Source: an optimization exercise on an open RTL-to-GDS flow (aim: small area). Production flows keep margins and buffers that such runs may drop. Only simulation tests tie the RTL to the original design; equivalence was not proved. Power figures rest on the tool's default switching activity, not on a simulated workload.

==> flow/design.v <==
module my_dff
	#(parameter int size = 1 ) 
   	(
    	input logic [size-1:0]  din, 
    	input logic 	    clk, 
    	input logic 	    rst, 
    	input logic 	    en, 
    	output logic [size-1:0] q
    );
   	logic [511:0] 	    rst_val ;  
   	logic [size-1:0] 	d ;        
   	bit   [size-1:0] 	q_val;     
   	assign    d[size-1:0] = din[size-1:0];  
   	assign    q           = q_val ; 
   	assign    rst_val     = 512'd0 ;
   	always_ff @ (posedge clk) begin 
   		case ( 1'b1 )
			(~rst): q_val[size-1:0]  <=  rst_val[size-1:0] ;   
			( en):  q_val[size-1:0]  <=        d[size-1:0] ;   
			default:q_val[size-1:0] <=  		  q[size-1:0] ;
     	endcase    
    end
endmodule  
module counter
  #(
    parameter int b=4,   
    parameter int m=14   
    )
   (
    input  logic         inc,
    input  logic         dec,
    input  logic         clk,
    input  logic         rst,
    output logic [b-1:0] cnt 
    );
   logic [b-1:0] 	 cnt_nxt ;
   my_dff #(b) myDff( .din(cnt_nxt), .clk, .rst, .en(1'b1), .q(cnt));
   always_comb begin
      case (1'b1)
	&{!inc, dec}: cnt_nxt = cnt==0   ? m-1 : cnt-1 ; 
	&{ inc,!dec}: cnt_nxt = cnt==m-1 ? 0   : cnt+1 ;
	default:      cnt_nxt = cnt ;
      endcase 
   end  
endmodule 
module countCircle
  #(
    parameter int b=4,   
    parameter int m=14   
    )
   (
    input  logic         inc,
    input  logic         clk,
    input  logic         rst,
    output logic [b-1:0] cnt 
    );
   logic [b-1:0] 	 cnt_nxt ;
   logic t;
   my_dff #(b) myDff( .din(cnt_nxt), .clk, .rst, .en(1'b1), .q(cnt));
   tripSW tripswitch(.clk, .rst, .tpOn(cnt==m-1), .tpOff(cnt==0), .trip(t));
   always_comb begin
      case (1'b1)
	&{ inc, t}: cnt_nxt = cnt==0   ? 0 : cnt-1 ;   
	&{ inc,!t}: cnt_nxt = cnt+1 ;     
	default:      cnt_nxt = cnt ;     
      endcase 
   end  
endmodule 
module setCounter
  #(
    parameter int b=4,   
    parameter int m=14   
    )
   (
    input  logic         inc,
    input  logic         dec,
	 input  logic [b-1:0] setValue,
    input  logic         clk,
    input  logic         rst,
    output logic [b-1:0] cnt 
    );
	logic			 onStart;
   logic [b-1:0] 	 cnt_nxt ;
   my_dff #(b) myDff( .din(cnt_nxt), .clk, .rst, .en(1'b1), .q(cnt));
	my_dff #(1'b1) onStartDff( .din(1'b1), .clk, .rst, .en(1'b1), .q(onStart));
   always_comb begin
      case (1'b1)
	&{!inc, dec}: cnt_nxt = cnt==0   ? m-1 : cnt-1 ; 
	&{ inc,!dec}: cnt_nxt = cnt==m-1 ? 0   : cnt+1 ;
	!onStart:		  cnt_nxt = setValue;
	default:      cnt_nxt = cnt ;
      endcase 
   end  
endmodule 
module tripSW(
	input logic tpOn,
	input logic tpOff,
	input logic clk, rst,
	output logic trip
);
	logic d;
 	my_dff #(1) tripSwitch(.clk, .rst, .din(d), .q(trip), .en(tpOn || tpOff));
	always_comb begin
	  case(1'b1)
		tpOn||(trip && !tpOff): d = 1;
		(tpOff && !tpOn): d = 0;		 
		default: d = trip;		 
	  endcase
	end	
endmodule
module hdis(
	input logic [3:0] sw,
	output logic [6:0] dis
);
	always_comb begin
		case(sw)
			4'b0000: dis = 7'b1000000;
			4'b0001: dis = 7'b1111001;
			4'b0010: dis = 7'b0100100;
			4'b0011: dis = 7'b0110000;
			4'b0100: dis = 7'b0011001;
			4'b0101: dis = 7'b0010010;
			4'b0110: dis = 7'b0000010;
			4'b0111: dis = 7'b1111000;  
			4'b1000: dis = 7'b0000000;
			4'b1001: dis = 7'b0010000;
			4'b1010: dis = 7'b0001000;
			4'b1011: dis = 7'b0000011;
			4'b1100: dis = 7'b1000110;	 
			4'b1101: dis = 7'b0100001;
			4'b1110: dis = 7'b0000110;	 
			4'b1111: dis = 7'b0001110;	 
		endcase
	end
endmodule
module box
#(
    parameter int pA = 10 ,
    parameter int cA = 4 
    )
    (
     input  logic [pA-1:0] pix_x ,
     input  logic [pA-1:0] pix_y ,
     input  logic          pix_v ,
     output logic [2:0][cA-1:0] color,
     input logic [11:0] boxColor,
	  input logic [pA-1:0] width,
	  input logic [pA-1:0] hight,
	  input logic [pA-1:0] Xcord,
	  input logic [pA-1:0] Ycord
     );
	assign color[2] = pix_v?((((pix_x >=(Xcord)) && (pix_x <= (width + Xcord))) && ((pix_y >=(Ycord)) && (pix_y <= (hight + Ycord))))? boxColor[3:0]: 4'h0):4'h0;    
   assign color[1] = pix_v?((((pix_x >=(Xcord)) && (pix_x <= (width + Xcord))) && ((pix_y >=(Ycord)) && (pix_y <= (hight + Ycord))))? boxColor[7:4]: 4'h0):4'h0;  
   assign color[0] = pix_v?((((pix_x >=(Xcord)) && (pix_x <= (width + Xcord))) && ((pix_y >=(Ycord)) && (pix_y <= (hight + Ycord))))? boxColor[11:8]: 4'h0):4'h0;	 
endmodule
module theFloor
  #(
    parameter int pA = 12,
    parameter int cA = 4 
    )
    (
     input  logic [pA-1:0] pix_x,
     input  logic [pA-1:0] pix_y,
     input  logic          pix_v,
     input logic [11:0] topColor, midColor,
     output logic [2:0][cA-1:0] color
     );
  logic [2:0][cA-1:0] floor1;
  logic [2:0][cA-1:0] floor2;
  logic [2:0][cA-1:0] floor3;
  assign color[2] = floor1[2] + floor2[2] + floor3[2];
  assign color[1] = floor1[1] + floor2[1] + floor3[1];
  assign color[0] = floor1[0] + floor2[0] + floor3[0];
  box #(pA, cA) topFloor(
		.pix_y, .pix_x, .pix_v,
		.width(12'd640), .hight(12'd159),
		.Xcord('0), .Ycord('0),
		.boxColor(topColor),    
		.color(floor1));
  box #(pA, cA) midFloor(
		.pix_y, .pix_x, .pix_v,
		.width(12'd640), .hight(12'd160),
		.Xcord('0), .Ycord(12'd160),
		.boxColor(midColor),    
		.color(floor2));
  box #(pA, cA) bottomFloor(
		.pix_y, .pix_x, .pix_v,
		.width(12'd640), .hight(12'd160),
		.Xcord('0), .Ycord(12'd321),
		.boxColor(topColor),
		.color(floor3));
endmodule
module LV1
  #(
    parameter int pA = 12,
    parameter int cA = 4 
    )
    (
     input  logic [pA-1:0] pix_x,
     input  logic [pA-1:0] pix_y,
     input  logic          pix_v,
     input logic imgReturn,
	 input logic jump, restart,
     input logic [11:0] topColor, midColor,
     input  logic clk,
     input  logic rst,
     output logic LVcp,
     output logic [2:0][cA-1:0] color,
	  output logic [6:0] hex0
     );
    logic [pA-1:0] playerX, playerY;
    logic right, left, incSLV;
    logic [1:0] subLV;
    logic [pA-1:0] setStartX;
	logic [6:0] jumpOst;
	logic jumping;
    logic death;
    logic playerHitBox, obstHitBox;
    logic [2:0][cA-1:0] levelBlocks;
    logic [2:0][cA-1:0] theFloorC;
	logic [2:0][cA-1:0] playerC;
    logic [2:0][cA-1:0] sv0b0C;
	logic [2:0][cA-1:0] sv1b0C;
    logic [2:0][cA-1:0] sv1b1C;
    logic [2:0][cA-1:0] sv2b0C;
    logic [2:0][cA-1:0] sv2b1C;
    logic [2:0][cA-1:0] sv2b2C;
    logic [2:0][cA-1:0] sv2b3C;
    logic [11:0] playerFloorC;
    assign color[0] = theFloorC[0] + playerC[0] + levelBlocks[0];
    assign color[1] = theFloorC[1] + playerC[1] + levelBlocks[1];
    assign color[2] = theFloorC[2] + playerC[2] + levelBlocks[2];
    assign levelBlocks[0] = sv0b0C[0] + sv1b0C[0] + sv1b1C[0] + sv2b0C[0] + sv2b1C[0] + sv2b2C[0] + sv2b3C[0];
	assign levelBlocks[1] = sv0b0C[1] + sv1b0C[1] + sv1b1C[1] + sv2b0C[1] + sv2b1C[1] + sv2b2C[1] + sv2b3C[1];
	assign levelBlocks[2] = sv0b0C[2] + sv1b0C[2] + sv1b1C[2] + sv2b0C[2] + sv2b1C[2] + sv2b2C[2] + sv2b3C[2];
	assign left = !right;
	assign incSLV = ((playerX==12'd620)&&(subLV==2'd0))||((playerX==12'd1)&&(subLV==2'd1))||((playerX==12'd620)&&(subLV==2'd2));	 
   setCounter #(12, 640) moveX(.clk, .rst(death), .inc(right && imgReturn), .dec(left && imgReturn), .cnt(playerX), .setValue(setStartX));
	counter #(2, 4) subLevleCnt(.clk, .rst, .inc(incSLV), .dec(1'b0), .cnt(subLV));  
    always_comb begin
        case(subLV)
            2'd0: begin
                right = 1;
                setStartX = '0;
					 playerY = 12'd139 - jumpOst;
					 playerFloorC = midColor-topColor;
                LVcp = 0;
            end
            2'd1: begin
                right = 0;
                setStartX = 12'd620;
					 playerY = 12'd300 - jumpOst;
					 playerFloorC = topColor-midColor-midColor;
                LVcp = 0;
            end
            2'd2: begin
                right = 1;
                setStartX = '0;
					 playerY = 12'd459 - jumpOst;
					 playerFloorC = midColor-topColor;
                LVcp = 0;
            end
            2'd3: begin
                right = 1;
                setStartX = '0;
					 playerY = 12'd480 - jumpOst;
					 playerFloorC = '0;
                LVcp = 1;
            end
        endcase
    end
	 hdis hex0DIS(.sw({2'd0, subLV}), .dis(hex0));
	tripSW tripswitch(.clk, .rst, .tpOn(jump), .tpOff(jumpOst=='0), .trip(jumping));
	countCircle #(7, 70) jumpOffset(.clk, .rst, .inc(jumping && imgReturn), .cnt(jumpOst));
    assign playerHitBox = (playerC[0]!='0)||(playerC[1]!='0)||(playerC[2]!='0);
    assign obstHitBox = (levelBlocks[0]!='0)||(levelBlocks[1]!='0)||(levelBlocks[2]!='0);
    assign death = !((playerHitBox && obstHitBox)||!rst||restart);  
    box #(pA, cA) player(
		.pix_y, .pix_x, .pix_v,
		.width(12'd20), .hight(12'd20),
		.Xcord(playerX), .Ycord(playerY),
        .boxColor(playerFloorC),
		.color(playerC));
    theFloor #(pA, cA) theFloor0(
        .pix_y, .pix_x, .pix_v,
        .topColor, .midColor,
        .color(theFloorC)
    );
    box #(pA, cA) sv0b0(
		.pix_y, .pix_x, .pix_v,
		.width(12'd30), .hight(12'd30),
		.Xcord(12'd420), .Ycord(12'd129),
        .boxColor(midColor-topColor),
		.color(sv0b0C));
    box #(pA, cA) sv1b0(
		.pix_y, .pix_x, .pix_v,
		.width(12'd25), .hight(12'd25),
		.Xcord(12'd400), .Ycord(12'd295),
        .boxColor(topColor-midColor-midColor),
		.color(sv1b0C));
    box #(pA, cA) sv1b1(
		.pix_y, .pix_x, .pix_v,
		.width(12'd30), .hight(12'd30),
		.Xcord(12'd200), .Ycord(12'd290),
        .boxColor(topColor-midColor-midColor),
		.color(sv1b1C));
    box #(pA, cA) sv2b0(
		.pix_y, .pix_x, .pix_v,
		.width(12'd20), .hight(12'd40),
		.Xcord(12'd120), .Ycord(12'd321),
        .boxColor(midColor-topColor),
		.color(sv2b0C));
    box #(pA, cA) sv2b1(
		.pix_y, .pix_x, .pix_v,
		.width(12'd20), .hight(12'd40),
		.Xcord(12'd120), .Ycord(12'd440),
        .boxColor(midColor-topColor),
		.color(sv2b1C));
    box #(pA, cA) sv2b2(
		.pix_y, .pix_x, .pix_v,
		.width(12'd20), .hight(12'd60),
		.Xcord(12'd300), .Ycord(12'd321),
        .boxColor(midColor-topColor),
		.color(sv2b2C));
    box #(pA, cA) sv2b3(
		.pix_y, .pix_x, .pix_v,
		.width(12'd20), .hight(12'd20),
		.Xcord(12'd300), .Ycord(12'd460),
        .boxColor(midColor-topColor),
		.color(sv2b3C));
endmodule
module LV2
  #(
    parameter int pA = 12,
    parameter int cA = 4 
    )
    (
     input  logic [pA-1:0] pix_x,
     input  logic [pA-1:0] pix_y,
     input  logic          pix_v,
     input logic imgReturn,
	 input logic jump, restart,
     input logic [11:0] topColor, midColor,
     input  logic clk,
     input  logic rst,
     output logic LVcp,
     output logic [2:0][cA-1:0] color,
	  output logic [6:0] hex0
     );
    logic [pA-1:0] playerX, playerY;
    logic right, left, incSLV;
    logic [1:0] subLV;
    logic [pA-1:0] setStartX; 
	logic [6:0] jumpOst;
	logic jumping;
    logic death;
    logic playerHitBox, obstHitBox;
    logic [2:0][cA-1:0] levelBlocks;
    logic [2:0][cA-1:0] theFloorC;
	logic [2:0][cA-1:0] playerC;
    logic [2:0][cA-1:0] sv0b0C;
    logic [2:0][cA-1:0] sv0b1C;
	logic [2:0][cA-1:0] sv1b0C;
    logic [2:0][cA-1:0] sv1b1C;
    logic [2:0][cA-1:0] sv1b2C;
    logic [2:0][cA-1:0] sv2b0C;
    logic [2:0][cA-1:0] sv2b1C;
    logic [2:0][cA-1:0] sv2b2C;
    logic [2:0][cA-1:0] sv2b3C;
    logic [11:0] playerFloorC;
    assign color[0] = theFloorC[0] + playerC[0] + levelBlocks[0];
    assign color[1] = theFloorC[1] + playerC[1] + levelBlocks[1];
    assign color[2] = theFloorC[2] + playerC[2] + levelBlocks[2];
    assign levelBlocks[0] = sv0b0C[0] + sv0b1C[0] + sv1b0C[0] + sv1b1C[0] + sv1b2C[0] + sv2b0C[0] + sv2b1C[0] + sv2b2C[0] + sv2b3C[0];
	assign levelBlocks[1] = sv0b0C[1] + sv0b1C[1] + sv1b0C[1] + sv1b1C[1] + sv1b2C[1] + sv2b0C[1] + sv2b1C[1] + sv2b2C[0] + sv2b3C[0];
	assign levelBlocks[2] = sv0b0C[2] + sv0b1C[2] + sv1b0C[2] + sv1b1C[2] + sv1b2C[2] + sv2b0C[2] + sv2b1C[2] + sv2b2C[0] + sv2b3C[0];
	assign left = !right;
	assign incSLV = ((playerX==12'd620)&&(subLV==2'd0))||((playerX==12'd1)&&(subLV==2'd1))||((playerX==12'd620)&&(subLV==2'd2));	 
   setCounter #(12, 640) moveX(.clk, .rst(death), .inc(right && imgReturn), .dec(left && imgReturn), .cnt(playerX), .setValue(setStartX));
	counter #(2, 4) subLevleCnt(.clk, .rst, .inc(incSLV), .dec(1'b0), .cnt(subLV));  
    always_comb begin
        case(subLV)
            2'd0: begin
                right = 1;
                setStartX = '0;
					 playerY = 12'd139 - jumpOst;
					 playerFloorC = midColor-topColor;
                LVcp = 0;
            end
            2'd1: begin
                right = 0;
                setStartX = 12'd620;
					 playerY = 12'd300 - jumpOst;
					 playerFloorC = topColor-midColor-midColor;
                LVcp = 0;
            end
            2'd2: begin
                right = 1;
                setStartX = '0;
					 playerY = 12'd459 - jumpOst;
					 playerFloorC = midColor-topColor;
                LVcp = 0;
            end
            2'd3: begin
                right = 1;
                setStartX = '0;
					 playerY = 12'd480 - jumpOst;
					 playerFloorC = '0;
                LVcp = 1;
            end
        endcase
    end
	 hdis hex0DIS(.sw({2'd0, subLV}), .dis(hex0));
	tripSW tripswitch(.clk, .rst, .tpOn(jump), .tpOff(jumpOst=='0), .trip(jumping));
	countCircle #(7, 80) jumpOffset(.clk, .rst, .inc(jumping && imgReturn), .cnt(jumpOst));
    assign playerHitBox = (playerC[0]!='0)||(playerC[1]!='0)||(playerC[2]!='0);
    assign obstHitBox = (levelBlocks[0]!='0)||(levelBlocks[1]!='0)||(levelBlocks[2]!='0);
    assign death = !((playerHitBox && obstHitBox)||!rst||restart);  
    box #(pA, cA) player(
		.pix_y, .pix_x, .pix_v,
		.width(12'd20), .hight(12'd20),
		.Xcord(playerX), .Ycord(playerY),
        .boxColor(playerFloorC),
		.color(playerC));
    theFloor #(pA, cA) theFloor0(
        .pix_y, .pix_x, .pix_v,
        .topColor, .midColor,
        .color(theFloorC)
    );
    box #(pA, cA) sv0b0(
		.pix_y, .pix_x, .pix_v,
		.width(12'd70), .hight(12'd20),
		.Xcord(12'd100), .Ycord(12'd139),
        .boxColor(midColor-topColor),
		.color(sv0b0C));
    box #(pA, cA) sv0b1(
		.pix_y, .pix_x, .pix_v,
		.width(12'd20), .hight(12'd50),
		.Xcord(12'd300), .Ycord(12'd109),
        .boxColor(midColor-topColor),
		.color(sv0b1C));
    box #(pA, cA) sv1b0(
		.pix_y, .pix_x, .pix_v,
		.width(12'd25), .hight(12'd25),
		.Xcord(12'd500), .Ycord(12'd295),
        .boxColor(topColor-midColor),
		.color(sv1b0C));
    box #(pA, cA) sv1b1(
		.pix_y, .pix_x, .pix_v,
		.width(12'd25), .hight(12'd40),
		.Xcord(12'd300), .Ycord(12'd280),
        .boxColor(topColor-midColor),
		.color(sv1b1C));
    box #(pA, cA) sv1b2(
		.pix_y, .pix_x, .pix_v,
		.width(12'd25), .hight(12'd50),
		.Xcord(12'd100), .Ycord(12'd270),
        .boxColor(topColor-midColor),
		.color(sv1b2C));
    box #(pA, cA) sv2b0(
		.pix_y, .pix_x, .pix_v,
		.width(12'd25), .hight(12'd40),
		.Xcord(12'd100), .Ycord(12'd321),
        .boxColor(midColor-topColor),
		.color(sv2b0C));
    box #(pA, cA) sv2b1(
		.pix_y, .pix_x, .pix_v,
		.width(12'd25), .hight(12'd10),
		.Xcord(12'd100), .Ycord(12'd470),
        .boxColor(midColor-topColor),
		.color(sv2b1C));
    box #(pA, cA) sv2b2(
		.pix_y, .pix_x, .pix_v,
		.width(12'd25), .hight(12'd40),
		.Xcord(12'd300), .Ycord(12'd321),
        .boxColor(midColor-topColor),
		.color(sv2b2C));
    box #(pA, cA) sv2b3(
		.pix_y, .pix_x, .pix_v,
		.width(12'd25), .hight(12'd50),
		.Xcord(12'd300), .Ycord(12'd430),
        .boxColor(midColor-topColor),
		.color(sv2b3C));
endmodule
module LV3
  #(
    parameter int pA = 12,
    parameter int cA = 4 
    )
    (
     input  logic [pA-1:0] pix_x,
     input  logic [pA-1:0] pix_y,
     input  logic          pix_v,
     input logic imgReturn,
	 input logic jump, restart,
     input logic [11:0] topColor, midColor,
     input  logic clk,
     input  logic rst,
     output logic LVcp,
     output logic [2:0][cA-1:0] color,
	  output logic [6:0] hex0
     );
    logic [pA-1:0] playerX, playerY;
    logic right, left, incSLV;
    logic [1:0] subLV;
    logic [pA-1:0] setStartX; 
	logic [6:0] jumpOst;
	logic jumping;
    logic death;
    logic playerHitBox, obstHitBox;
    logic [2:0][cA-1:0] levelBlocks;
    logic [2:0][cA-1:0] theFloorC;
	logic [2:0][cA-1:0] playerC;
    logic [2:0][cA-1:0] sv0b0C;
    logic [2:0][cA-1:0] sv0b1C;
	logic [2:0][cA-1:0] sv1b0C;
    logic [2:0][cA-1:0] sv1b1C;
    logic [2:0][cA-1:0] sv1b2C;
    logic [2:0][cA-1:0] sv2b0C;
    logic [2:0][cA-1:0] sv2b1C;
    logic [2:0][cA-1:0] sv2b2C;
    logic [11:0] playerFloorC;
    assign color[0] = theFloorC[0] + playerC[0] + levelBlocks[0];
    assign color[1] = theFloorC[1] + playerC[1] + levelBlocks[1];
    assign color[2] = theFloorC[2] + playerC[2] + levelBlocks[2];
    assign levelBlocks[0] = sv0b0C[0] + sv0b1C[0] + sv1b0C[0] + sv1b1C[0] + sv1b2C[0] + sv2b0C[0] + sv2b1C[0] + sv2b2C[0];
	assign levelBlocks[1] = sv0b0C[1] + sv0b1C[1] + sv1b0C[1] + sv1b1C[1] + sv1b2C[1] + sv2b0C[1] + sv2b1C[1] + sv2b2C[0];
	assign levelBlocks[2] = sv0b0C[2] + sv0b1C[2] + sv1b0C[2] + sv1b1C[2] + sv1b2C[2] + sv2b0C[2] + sv2b1C[2] + sv2b2C[0];
	assign left = !right;
	assign incSLV = ((playerX==12'd620)&&(subLV==2'd0))||((playerX==12'd1)&&(subLV==2'd1))||((playerX==12'd620)&&(subLV==2'd2));	 
   setCounter #(12, 640) moveX(.clk, .rst(death), .inc(right && imgReturn), .dec(left && imgReturn), .cnt(playerX), .setValue(setStartX));
	counter #(2, 4) subLevleCnt(.clk, .rst, .inc(incSLV), .dec(1'b0), .cnt(subLV));  
    always_comb begin
        case(subLV)
            2'd0: begin
                right = 1;
                setStartX = '0;
					 playerY = 12'd139 - jumpOst;
					 playerFloorC = midColor-topColor;
                LVcp = 0;
            end
            2'd1: begin
                right = 0;
                setStartX = 12'd620;
					 playerY = 12'd300 - jumpOst;
					 playerFloorC = topColor-midColor-midColor;
                LVcp = 0;
            end
            2'd2: begin
                right = 1;
                setStartX = '0;
					 playerY = 12'd459 - jumpOst;
					 playerFloorC = midColor-topColor;
                LVcp = 0;
            end
            2'd3: begin
                right = 1;
                setStartX = '0;
					 playerY = 12'd480 - jumpOst;
					 playerFloorC = '0;
                LVcp = 1;
            end
        endcase
    end
	 hdis hex0DIS(.sw({2'd0, subLV}), .dis(hex0));
	tripSW tripswitch(.clk, .rst, .tpOn(jump), .tpOff(jumpOst=='0), .trip(jumping));
	countCircle #(7, 80) jumpOffset(.clk, .rst, .inc(jumping && imgReturn), .cnt(jumpOst));
    assign playerHitBox = (playerC[0]!='0)||(playerC[1]!='0)||(playerC[2]!='0);
    assign obstHitBox = (levelBlocks[0]!='0)||(levelBlocks[1]!='0)||(levelBlocks[2]!='0);
    assign death = !((playerHitBox && obstHitBox)||!rst||restart);  
    box #(pA, cA) player(
		.pix_y, .pix_x, .pix_v,
		.width(12'd20), .hight(12'd20),
		.Xcord(playerX), .Ycord(playerY),
        .boxColor(playerFloorC),
		.color(playerC));
    theFloor #(pA, cA) theFloor0(
        .pix_y, .pix_x, .pix_v,
        .topColor, .midColor,
        .color(theFloorC)
    );
    box #(pA, cA) sv0b0(
		.pix_y, .pix_x, .pix_v,
		.width(12'd75), .hight(12'd5),
		.Xcord(12'd100), .Ycord(12'd154),
        .boxColor(midColor-topColor),
		.color(sv0b0C));
    box #(pA, cA) sv0b1(
		.pix_y, .pix_x, .pix_v,
		.width(12'd75), .hight(12'd5),
		.Xcord(12'd400), .Ycord(12'd154),
        .boxColor(midColor-topColor),
		.color(sv0b1C));
    box #(pA, cA) sv1b0(
		.pix_y, .pix_x, .pix_v,
		.width(12'd25), .hight(12'd25),
		.Xcord(12'd500), .Ycord(12'd295),
        .boxColor(topColor-midColor),
		.color(sv1b0C));
    box #(pA, cA) sv1b1(
		.pix_y, .pix_x, .pix_v,
		.width(12'd25), .hight(12'd25),
		.Xcord(12'd350), .Ycord(12'd295),
        .boxColor(topColor-midColor),
		.color(sv1b1C));
    box #(pA, cA) sv1b2(
		.pix_y, .pix_x, .pix_v,
		.width(12'd25), .hight(12'd25),
		.Xcord(12'd200), .Ycord(12'd295),
        .boxColor(topColor-midColor),
		.color(sv1b2C));
    box #(pA, cA) sv2b0(
		.pix_y, .pix_x, .pix_v,
		.width(12'd30), .hight(12'd130),
		.Xcord(12'd100), .Ycord(12'd321),
        .boxColor(midColor-topColor),
		.color(sv2b0C));
		box #(pA, cA) sv2b1(
		.pix_y, .pix_x, .pix_v,
		.width(12'd30), .hight(12'd30),
		.Xcord(12'd300), .Ycord(12'd450),
        .boxColor(midColor-topColor),
		.color(sv2b1C));
    box #(pA, cA) sv2b2(
		.pix_y, .pix_x, .pix_v,
		.width(12'd30), .hight(12'd130),
		.Xcord(12'd500), .Ycord(12'd321),
        .boxColor(midColor-topColor),
		.color(sv2b2C));
endmodule
module spacekey
   (
    output logic [3:0]  VGA_RED,
    output logic [3:0]  VGA_BLUE,
    output logic [3:0]  VGA_GREEN,
    output logic [6:0]  hex0,
    input  logic [11:0] pix_x,
    input  logic [11:0] pix_y,
    input  logic        pix_v,
    input  logic        imgReturn,
    input  logic        jump, restart,
    input  logic        clk,
    input  logic        rst
    );
   parameter int       pA = 12 ;  
   parameter int       cA = 4  ;  
   logic [2:0][cA-1:0]      color;
   logic LV1cp, LV2cp, LV3cp;
   logic LV1rst, LV2rst, LV3rst;
   logic [2:0][cA-1:0] LV1C;
   logic [2:0][cA-1:0] LV2C;
   logic [2:0][cA-1:0] LV3C;
   logic [6:0] LV1hex, LV2hex, LV3hex;
   assign VGA_RED = color[0];
   assign VGA_GREEN = color[1];
   assign VGA_BLUE = color[2];
   LV1 #(pA, cA) LV01(
      .clk, .rst,
      .pix_y, .pix_x, .pix_v,
      .imgReturn, .jump(!jump), .restart(LV1rst),
      .LVcp(LV1cp),
      .topColor(12'h07C), .midColor(12'hDDD),
      .color(LV1C), .hex0(LV1hex)
   );
   LV2 #(pA, cA) LV02(
      .clk, .rst,
      .pix_y, .pix_x, .pix_v,
      .imgReturn, .jump(!jump), .restart(LV2rst),
      .LVcp(LV2cp),
      .topColor(12'h033), .midColor(12'h69F),
      .color(LV2C), .hex0(LV2hex)
   );
   LV3 #(pA, cA) LV03(
      .clk, .rst,
      .pix_y, .pix_x, .pix_v,
      .imgReturn, .jump(!jump), .restart(LV3rst),
      .LVcp(LV3cp),
      .topColor(12'hEEE), .midColor(12'hF60),  
      .color(LV3C), .hex0(LV3hex)
   );
   always_comb begin	 
      case(1'b1)
         (!LV1cp&&!LV2cp&&!LV3cp): begin
            color = LV1C;
            hex0 = LV1hex;
            LV1rst = !restart;
            LV2rst = 1;
            LV3rst = 1;
         end
         (LV1cp&&!LV2cp&&!LV3cp): begin
            color = LV2C;
            hex0 = LV2hex;
            LV1rst = 1;
            LV2rst = !restart;
            LV3rst = 1;
         end
         (LV1cp&&LV2cp&&!LV3cp): begin
            color = LV3C;
            hex0 = LV3hex;
            LV1rst = 1;
            LV2rst = 1;
            LV3rst = !restart;
         end
         default: begin
            color = LV1C;
            hex0 = LV1hex;
            LV1rst = 1;
            LV2rst = 1;
            LV3rst = 1;
         end
      endcase
   end
endmodule
==> flow/run.sh <==
#!/bin/bash
# synth_recipe.tcl (not shown) runs the flow's synth.tcl, then flattens the netlist and writes it again
# the make line also repeats each setting of config.mk as NAME=value (left out here)
make -C /OpenROAD-flow-scripts/flow DESIGN_CONFIG=/design/flow/config.mk WORK_HOME=/design/flow/orfs CLKGATE_MAP_FILE= SYNTH_SCRIPT=/design/flow/synth_recipe.tcl finish
==> flow/config.mk <==
export PLATFORM = sky130hd
export DESIGN_NAME = spacekey
export DESIGN_NICKNAME = spacekey
export VERILOG_FILES = /design/flow/design.v
export SDC_FILE = /design/flow/constraint.sdc
export NUM_CORES = 4
export LEC_CHECK = 0
export ABC_AREA = 1
export CAP_MARGIN = 20
export CORE_MARGIN = 2
export CORE_UTILIZATION = 40
export PLACE_DENSITY = 0.6
export SLEW_MARGIN = 20
==> flow/constraint.sdc <==
create_clock -name core_clock -period 12.0 [get_ports {clk}]
set_input_delay 2.4000 -clock core_clock [delete_from_list [all_inputs] [get_ports {clk}]]
set_output_delay 2.4000 -clock core_clock [all_outputs]
set_load 0.01 [all_outputs]
==> impl_results.md <==
- Clock network fraction of total power: 41.1%
- Clk Latency, worst-skew pair: 0.36 ns
- Mapped cell area: 15100 um^2
- Cell taking the most area after synthesis: ha_1
- Worst ir drop on vdd: 0.0588 mV
- Area of the multi-input gates: 11700 um^2
- Cell count after synthesis: 2331
- Largest net degree at the start of global routing: 27
- Syn_nets: 2634
- WP buf/inv: 7
- Initial antenna violation count: 0
- Slowest-stage cell, CP: fa_1
- WL per Instance: 16.9 um
- Yosys cell types: 60
- Grt total ovfl: 0
- Area share of the largest cell type after synthesis: 18.2%
- DRC viols: 0
- Die H: 198 um
- Non-filler cells, final: 2883
- Post-Route WL: 48800 um
- FF+latch count, synth: 87
- Cells resized by post-CTS repair: 0
- Max-slew violations: 0
- GP Congestion: 1.00
- Period utilization: 94.8%
- Maxcap violations: 0
- Critical Path AT: 8.98 ns
- Critical path type: in2out
- ANT cells: 0
- Net Sw Frac: 32.5%
- Async SR Flop Fraction: 0%
- Internal power: 539 uW
- Clock Sinks: 87
- Die area: 39200 um^2
- Achievable clock frequency: 87.9 MHz
- # IOs: 49
- Worst hold path type: reg2reg
- Setup TNS: 0 ns
- CP Capture Type: output pin
- Fillers: 3904
- First-pass GRT wire length: 79000 um
- Clk_skew: 0.0106 ns
- RSZ-0062 raised after global routing: false
- Drt via density: 5.38
- Gr usage total: 25.3%
- P per Cell Area: 48.4 nW/um^2
- CP required: 9.60 ns
- Final hold viol count: 0
- Die W: 198 um
- CTS tree: built
- CP startpoint kind: primary input
- Crit-path max FO: 8
- Worst path top cell family by delay: adder cells
- Core area: 37400 um^2
- Post-route ant nets: 0
- Combinational share of power: 22.1%
- Vias after detailed routing: 15500
- Tightest Pin Transition: 0.890 ns
- Share of layout cells above drive strength 1: 5.02%
- Nets: 2670
- Area Growth Syn to Fin: 9.27%
- Number of global-route vias before repair: 14800
- Ranking of synthesized cells by area: ha_1 (18%), dfxtp_1 (12%), nand2_1 (11%)
- Starting Density: 40.3%
- Maximum clock path buffer count: 2
- H-tree Lvls: 3
- Leak: 7.94 nW
- # port buffers: 47
- Syn. warnings: 15
- Final min period: 11.38 ns
- DR pass1 iterations: 5
- Post-CTS setup buffers: 0
- Final setup viols: 0
- Max-slew headroom: 40.3%
- Syn_area_per_cell: 6.47 um^2
- Reg clk slew, reported paths: 0.07 ns
- Status: complete, no violations
- Root Driver: clkbuf_16
- DR iter-0 viols: 1254
- Switching power: 259 uW
- Crit path largest cell delay: 0.58 ns
- EDFF count, synth: 0
- Sequential cell area: 1740 um^2
- Seq/Total Area, Yosys: 11.6%
- CP dominant cell by count: fa_1
- DP Cell Count: 2867
- Hold-fix buffers, CTS: 0
- CTS Buf Count: 9
- Post-DP HPWL: 40500 um
- Sequential Power Share: 36.8%
- Row count: 71
- Post-synth top flop: dfxtp_1
==> cells in the final DEF (no fill, tap or decap), types with 4 or more instances in the layout <==
cell,n
nand2_1,441
inv_1,346
nor2_1,290
ha_1,219
nand3_1,157
a21oi_1,135
o21ai_0,112
xor2_1,95
dfxtp_1,87
fa_1,54
clkdlybuf4s50_1,47
nand4_1,45
nor3_1,33
xnor2_1,30
buf_4,25
nand2_2,20
o211ai_1,19
o22ai_1,17
inv_2,16
nor2_2,14
a221oi_1,14
o21ai_1,13
a211oi_1,12
a31oi_1,12
clkinv_1,11
nor4_1,11
clkbuf_16,9
nor2_4,8
o21a_1,6
a22o_1,6
nand3b_1,6
or2_2,5
a32oi_1,5
a21boi_0,4
==> sequential cells by signal (all words and copies together), names as in the netlist, 2 cells and up <==
register,flops
LV01.moveX.myDff.q_val,12
LV02.subLevleCnt.myDff.q_val,2
LV1hex,5
LV02.jumpOffset.myDff.q_val,7
LV3hex,5
LV02.moveX.myDff.q_val,12
LV03.subLevleCnt.myDff.q_val,2
LV03.moveX.myDff.q_val,12
LV01.subLevleCnt.myDff.q_val,2
LV03.jumpOffset.myDff.q_val,7
LV01.jumpOffset.myDff.q_val,7
LV2hex,5
==> area by class of cell <==
| cell class | count | area share (%) |
|---|---|---|
| inverters | 375 | 8.56 |
| repair buffers | 72 | 4.00 |
| well taps | 511 | 3.88 |
| multi-input cells | 1822 | 70.9 |
| clock buffers | 9 | 1.37 |
| flip-flops and latches | 87 | 10.6 |
| clock inverters | 7 | 0.691 |
==> routing by layer <==
| metal | GRT usage, % | vias up | wire, um | share of wire, % |
|---|---|---|---|---|
| li1 | - | 7704 | - | - |
| met1 | 35.0 | 7278 | 23300 | 48 |
| met2 | 41.1 | 480 | 21500 | 44 |
| met3 | 3.58 | 61 | 2890 | 5.9 |
| met4 | 6.71 | 0 | 1120 | 2.3 |
| met5 | 0 | - | 0 | 0 |
==> power by group through the flow <==
stage	Clock (mW)	Combinational (mW)	Sequential, mW
finish	0.328	0.176	0.294
global route	0.349	0.199	0.294
CTS	0.337	0.174	0.294
detailed placement	0	0.173	0.301
global placement	0	0.172	0.301
floorplan	0	0.108	0.299
==> path summary, 6_finish.rpt <==
| kind | startpoint | to | slack [ns] | cells after the start |
|---|---|---|---|---|
| max reg2reg | LV02.subLevleCnt.myDff.q_val[0] | LV02.moveX.myDff.q_val[0] | 7.26 | 23 |
| max | pix_x[11] | VGA_BLUE[3] | 0.62 | 25 |
| min | LV02.tripswitch.tripSwitch.q_val | LV02.tripswitch.tripSwitch.q_val | 0.47 | 2 |
| min reg2reg | LV02.tripswitch.tripSwitch.q_val | LV02.tripswitch.tripSwitch.q_val | 0.47 | 2 |
==> cells in the mapped netlist (3+ instances only) <==
cell and count:
xor2_1 95, nand2_2 20, a32oi_1 5, or2_2 5, nand3_1 157, a22o_1 6, nand4_1 45, nor2_1 290
inv_2 16, inv_1 346, fa_1 54, a31oi_1 12, xnor2_1 30, clkinv_1 11, nand3b_1 6, o21a_1 6
clkbuf_1 29, buf_6 4, o211ai_1 19, nor2_2 14, buf_4 6, nor4_1 11, nand3_2 3, a21oi_1 135
a221oi_1 14, dfxtp_1 87, nor2_4 8, nand2_1 441, o21ai_0 112, a211oi_1 12, o31ai_1 3, a21boi_0 4
nor3_1 33, o21ai_1 13, o22ai_1 17, buf_2 8, a2111oi_0 3, ha_1 219, o221ai_1 3
==> tightest hold or removal path, stage by stage, from the launching register on <==
cell and delay [ns]:
dfxtp_1 0.31, nand2_1 0.06, a21oi_1 0.06
==> cell families (layout without fill, tap and decap cells) <==
| group | count (synthesis) | in the layout | share of synthesized area (%) |
|---|---|---|---|
| AND/OR/NAND/NOR | 1042 | 1042 | 30.0 |
| buffers and inverters | 422 | 463 | 10.9 |
| AO/OA/AOI/OAI | 381 | 381 | 14.8 |
| adder cells (fa/ha/maj) | 273 | 273 | 25.4 |
| XOR/XNOR | 125 | 125 | 7.26 |
| flip-flops | 87 | 87 | 11.6 |
| other | 1 | 1 | 0.0249 |
==> through the flow <==
step | power, mW | hold WS [ns] | utilization, % | area [um^2] | setup WS, ns
floorplan | 0.407 | 0.439 | - | 15100 | 2.25
global placement | 0.473 | 0.450 | 43.1 | 16100 | 0.777
detailed placement | 0.474 | 0.458 | 43.1 | 16100 | 0.697
CTS | 0.805 | 0.469 | 44.0 | 16500 | 0.687
global route | 0.842 | 0.486 | 44.0 | 16500 | 0.288
finish | 0.798 | 0.469 | 44.0 | 16500 | 0.619

re-timing with driven ports:
Ports are ideal in the flow. The routed layout listed here was re-timed in OpenROAD. Step 1 (the two cells are an assumption about what drives the block):
set clk [get_ports {clk}]
set_driving_cell -lib_cell sky130_fd_sc_hd__clkbuf_16 $clk
set_driving_cell -lib_cell sky130_fd_sc_hd__buf_2 [delete_from_list [all_inputs] $clk]
Step 2 times the ports against the registers' clock, not the clock port: input delays grow and output delays shrink by t, the midpoint of the rising clock arrivals with the driver on. Three values: no drivers, after step 1, after step 2; two values: the first two.
shift t [ns]: 0.411
setup WS [ns]: 0.619 / 0.597 / 0.597
clock arrival spread, ns: 0.013 / 0.013
After both steps this run still meets setup and hold. The setup slack of this run moves by -0.022 ns with the drivers and by -0.022 ns with both steps.
